Context: an optimization exercise on an open-source flow, tuned for small area. The choices shown serve that exercise and are no tape-out recipe. RTL that was checked went through simulation tests only; none was proved equivalent to the original.

Setup of exp/pepper:
==> flow/design.v (excerpt) <==
module dct_1d(
    input clk,
    input rst_n,
    input enable,
    input signed [9:0] x0, input signed [9:0] x1, input signed [9:0] x2, input signed [9:0] x3,
    input signed [9:0] x4, input signed [9:0] x5, input signed [9:0] x6, input signed [9:0] x7,
    output reg signed [10:0] y0, output reg signed [10:0] y1, output reg signed [10:0] y2, output reg signed [10:0] y3,
    output reg signed [10:0] y4, output reg signed [10:0] y5, output reg signed [10:0] y6, output reg signed [10:0] y7,
    output valid
);
For scale: ~2900 cells after synthesis, ~170 I/O pins, about 32000 um2 of cells after synthesis.
clock: 6.0 ns
lec_check: 0
abc_area: 1
cap_margin: 20
core_margin: 2
core_utilization: 60
place_density: 0.8
slew_margin: 20
synth_hierarchical: 1
run.sh (not shown) runs the stock make flow with config.mk's settings and CLKGATE_MAP_FILE= SYNTH_SCRIPT=/design/flow/synth_recipe.tcl, a recipe that flattens the netlist after the stock synthesis.
## Diff of input files: exp/garnet against exp/pepper
Settings: swapping 60 for 40 in CORE_UTILIZATION; swapping 1 for 0 in ABC_AREA.
==> results.txt <==
- exp/garnet finished all stages; however, its layout fails the closing checks, the failures being setup timing.
- Looking at cell at the slowest stage of the critical path, the dfxtp_1 result is from exp/pepper; the fa_2 one comes from exp/garnet.
- Of exp/garnet and exp/pepper, the higher ratio of final minimum period to clock period belongs to exp/garnet.
- Diff exp/pepper -> exp/garnet: estimated wirelength of the detail-placed design lost 3.7%, initial core utilization lost 20 points, global-route usage lost 13 points.
- Cell area was higher in exp/garnet than in exp/pepper.
- Compared with exp/pepper, in exp/garnet worst reg-to-reg path cell count rose 10; fmax fell about 7%; area taken by flip-flops and latches rose about 1.3%; x dimension of the die rose 48 um.
- When exp/garnet is set beside exp/pepper, its global placer's final weighted congestion turns out to be 0.069 larger.
[inputs] exp/maple vs exp/garnet
Settings: PLACE_DENSITY removed (was 0.8); ABC_AREA changed from 0 to 1; CAP_MARGIN changed from 20 to 0; SLEW_MARGIN changed from 20 to 0.
==> comparison <==
Delta (exp/maple minus exp/garnet): portion of the clock cycle consumed by the worst path in the final layout fell by 7.7 points, wire length fell by about 2.7%, fmax rose by 7.9%, total die area rose by 2700 um2.
Both conditions hold for exp/maple: the flow ran to the end and the final layout passed the timing, design-rule and antenna checks.
Final checks on exp/garnet, whose flow otherwise completed, came back failing, citing setup timing.

---

== run 1 ==
dct_1d again, from the RTL that the note above started with.
==> flow/design.v (excerpt) <==
module dct_1d(
    input clk,
    input rst_n,
    input enable,
    input signed [9:0] x0, input signed [9:0] x1, input signed [9:0] x2, input signed [9:0] x3,
    input signed [9:0] x4, input signed [9:0] x5, input signed [9:0] x6, input signed [9:0] x7,
    output reg signed [10:0] y0, output reg signed [10:0] y1, output reg signed [10:0] y2, output reg signed [10:0] y3,
    output reg signed [10:0] y4, output reg signed [10:0] y5, output reg signed [10:0] y6, output reg signed [10:0] y7,
    output valid
);
make LEC_CHECK=0 ABC_AREA=1 CAP_MARGIN=20 CORE_MARGIN=2 CORE_UTILIZATION=40 SLEW_MARGIN=20 SYNTH_HIERARCHICAL=1 finish   # period 6.0 ns
Run 1 reached the final stage; the timing, design-rule and antenna checks on its layout passed.
Input changes introduced in run 2 (baseline for comparison: run 1):
-- flow/config.mk --
<<< run 1, line 11
export CORE_UTILIZATION = 40
export SLEW_MARGIN = 20
>>> run 2, line 11
export CORE_UTILIZATION = 40
export PLACE_DENSITY = 0.9
export SLEW_MARGIN = 20
Results
- NOTE: detailed-routing iteration count for the pre-antenna-repair pass in run 2 exceeds that of run 1
- Run 1 → run 2: global-route usage increased by 0.53 points relative to the old numbers, met3 routed wirelength higher, multi-input combinational cell area now sits at about the same level.
- Number of standard cells after synthesis: run 1 vs run 2 identical
- Compared run 2 against run 1; area added between synthesis and finish within noise.
- Compared to run 1, the routing of run 2 uses more wire.
Setup changes, run 2 to run 3
-- flow/config.mk --
<<< run 2, line 8
export ABC_AREA = 1
export CAP_MARGIN = 20
export CORE_MARGIN = 2
export CORE_UTILIZATION = 40
export PLACE_DENSITY = 0.9
export SLEW_MARGIN = 20
export SYNTH_HIERARCHICAL = 1
>>> run 3, line 8
export ABC_AREA = 1
export CAP_MARGIN = 0
export CORE_MARGIN = 2
export CORE_UTILIZATION = 40
export PLACE_DENSITY = 0.8
export SLEW_MARGIN = 0
export SYNTH_HIERARCHICAL = 1
Of run 3 and run 2, it is run 3 that has the lower count of TritonRoute iterations in the first routing pass.
Run 2 -> run 3: non-clock buffer count decreased by a few percent
y1[5] as the capturing element of the worst setup path was reported by run 2, and y7[3] by run 3.
Diff run 3..run 2 | full die area | unchanged

---

== v6 ==
Another version of the RTL of dct_1d (not shown whole).
Size: roughly 2800 cells after synthesis, about 180 flip-flops, about 170 I/O pins, roughly 33000 um^2 of cells after synthesis.
export LEC_CHECK = 0
export ABC_AREA = 1
export CAP_MARGIN = 20
export CORE_MARGIN = 2
export CORE_UTILIZATION = 40
export SLEW_MARGIN = 20
export SYNTH_HIERARCHICAL = 1
create_clock -name core_clock -period 6.0 [get_ports {clk}]
v6 completed end to end with timing, DRC and antenna clean.
For v7, these inputs were changed with respect to v6:
- CORE_UTILIZATION changed from 40 to 65
--- outcome ---
- What v6 reported for non-clock buffer count in the final layout has to be multiplied by 1.09 to get the figure for v7.
- As far as number of non-clock inverters in the layout goes, v6 and v7 are indistinguishable; the numbers are identical.
- Summary — weighted congestion reported at the end of routability-driven placement, v7 relative to v6: higher, by about 3%.
Function was not checked in any run of this note: the RTL went through the layout flow alone.

---

== v1 ==
dct_1d, a different RTL version from the one above (not shown whole).
Size: ~3,200 cells after synthesis, roughly 180 flip-flops, ~31,000 um^2 of cells after synthesis.
// dct_1d
module dct_1d(
    input clk,
    input rst_n,
    input enable,
    input signed [9:0] x0, input signed [9:0] x1, input signed [9:0] x2, input signed [9:0] x3,
    input signed [9:0] x4, input signed [9:0] x5, input signed [9:0] x6, input signed [9:0] x7,
    output reg signed [10:0] y0, output reg signed [10:0] y1, output reg signed [10:0] y2, output reg signed [10:0] y3,
    output reg signed [10:0] y4, output reg signed [10:0] y5, output reg signed [10:0] y6, output reg signed [10:0] y7,
    output valid
);
Settings: LEC_CHECK=0, ABC_AREA=1, CAP_MARGIN=20, CORE_MARGIN=2, CORE_UTILIZATION=40, GPL_ROUTABILITY_DRIVEN=0, PLACE_DENSITY=0.8, SLEW_MARGIN=20, SYNTH_HIERARCHICAL=1; clock period 6.0 ns.
Relative to v1, the following input files were edited for v40:
Settings: GPL_TIMING_DRIVEN: unset -> 0; GPL_ROUTABILITY_DRIVEN: 0 -> unset.
## What came out
Post-route clock period utilization delta for v40 relative to v1: 0.99 points higher
When the final numbers for v1 and v40 were put side by side, the share of the final layout cell area in multi-input gates turned out to be smaller in v1.
v40 ended with less post-placement setup slack than v1.
As far as fraction of synthesized cell area in xor and xnor cells goes, v40 and v1 are indistinguishable; the numbers are identical.
v40 finished end to end and its layout was clean on timing, DRC and antenna.
When v40 is measured against v1, its highest cell delay on the worst timing path turns out 0.13 ns higher.
Setup changes, v40 to v46
Settings: clearing GPL_TIMING_DRIVEN, which used to be 0; swapping 0.8 for 0.7 in PLACE_DENSITY.
v46 completed end to end with timing, DRC and antenna clean.
Side by side, final area turned out lower in v46 than in v40.
In v46 the number of vias per cell turned out about 2.7% lower than in v40.
For v46, the source of the critical timing path was d2_r[0], unlike v40, where it was d0_r[3].
Diff v40 -> v46: count of vias placed by the detailed router dropped 1.1%; post-route non-filler standard cell count climbed about 1.6%; hold slack climbed 0.0064 ns.
Taking v40 as the reference, in v46 maximum fanout along the worst path moved up; area growth from synthesis to layout moved down; detailed-route wire length moved up; worst setup slack after layout moved up.
The minimum clock period after layout of v46 is lower than that of v40.
The following lists how v22 was set up differently from v46:
Settings: a change of PLACE_DENSITY from 0.7 to 0.8.
==> comparison <==
From v46 to v22 the numbers moved as follows: final hold slack lower.
v22 vs. v46: utilization of the core after routing saw little to no change, highest fanout seen on the critical path saw a decrease.
v22: no failed stages, no open violations at the end

---

dct_1d with an RTL version that a note above also has.
Size: about 2900 cells after synthesis, about 180 flip-flops, roughly 170 I/O pins, roughly 0.032 sq mm of cells after synthesis.
==> flow/config.mk <==
export PLATFORM = sky130hd
export DESIGN_NAME = dct_1d
export DESIGN_NICKNAME = dct_1d
export VERILOG_FILES = /design/flow/design.v
export SDC_FILE = /design/flow/constraint.sdc
export NUM_CORES = 4
export LEC_CHECK = 0
export ABC_AREA = 1
export CAP_MARGIN = 20
export CORE_MARGIN = 2
export CORE_UTILIZATION = 40
export GPL_TIMING_DRIVEN = 0
export SLEW_MARGIN = 20
export SYNTH_HIERARCHICAL = 1
==> flow/constraint.sdc <==
create_clock -name core_clock -period 6.0 [get_ports {clk}]
set_input_delay 1.2000 -clock core_clock [delete_from_list [all_inputs] [get_ports {clk}]]
set_output_delay 1.2000 -clock core_clock [all_outputs]
set_load 0.01 [all_outputs]
Edit:
Settings changed: GPL_TIMING_DRIVEN 0 to default, PLACE_DENSITY from default to 0.8.
What happened:
- The changed run ran to the end with no violations
- worst setup slack gets better by 0.11 ns
- die area stays the same
- clock skew hardly moves
- core utilization decreases by 0.24 points
- synthesized area stays the same
- flip-flop and latch count is unchanged

==> what the ideal ports hide <==
In the flow no input, the clock included, has a driving cell. The finished layouts below were timed again as built, in two steps. Step 1 (the two cells are an assumption about what drives the block):
set clk [get_ports {clk}]
set_driving_cell -lib_cell sky130_fd_sc_hd__clkbuf_16 $clk
set_driving_cell -lib_cell sky130_fd_sc_hd__buf_2 [delete_from_list [all_inputs] $clk]
Step 2 also shifts input and output timing later by t, the mid clock arrival at the registers, as if the neighbouring blocks saw the same clock. Slacks: ideal ports / drivers / drivers and shift; pairs: ideal ports / drivers.
| run | shift t [ns] | setup WS [ns] | worst setup path at the end | cell pins on the clock port's net |
|---|---|---|---|---|
| exp/pepper | 0.563 | 0.159 / 0.159 / -0.215 | input to register | 1 |
| exp/garnet | 0.574 | -0.281 / -0.281 / -0.281 | register to register | 1 |
| exp/maple | 0.565 | 0.180 / 0.180 / -0.239 | input to register | 1 |
| run 1 | 0.565 | 0.180 / 0.180 / -0.239 | input to register | 1 |
| run 2 | 0.561 | 0.091 / 0.091 / -0.249 | input to register | 1 |
| run 3 | 0.575 | 0.170 / 0.170 / -0.271 | input to register | 1 |
| v6 | 0.564 | 0.126 / 0.126 / -0.348 | input to register | 1 |
| v7 | 0.561 | 0.124 / 0.145 / -0.414 | input to register | 1 |
| v1 | 0.585 | 0.175 / 0.175 / -0.257 | input to register | 1 |
| v40 | 0.572 | 0.116 / 0.116 / -0.376 | input to register | 1 |
| v46 | 0.574 | 0.171 / 0.171 / -0.222 | input to register | 1 |
| v22 | 0.565 | 0.232 / 0.232 / -0.238 | input to register | 1 |
| the first run of note 5 | 0.571 | 0.065 / 0.065 / -0.350 | input to register | 1 |
| the second run of note 5 | 0.575 | 0.170 / 0.170 / -0.271 | input to register | 1 |
Met with ideal ports but missed after step 2: setup timing in 13 of these runs. The setup slack of v7, which loses most, moves by +0.021 ns with the drivers and by -0.538 ns with both steps.
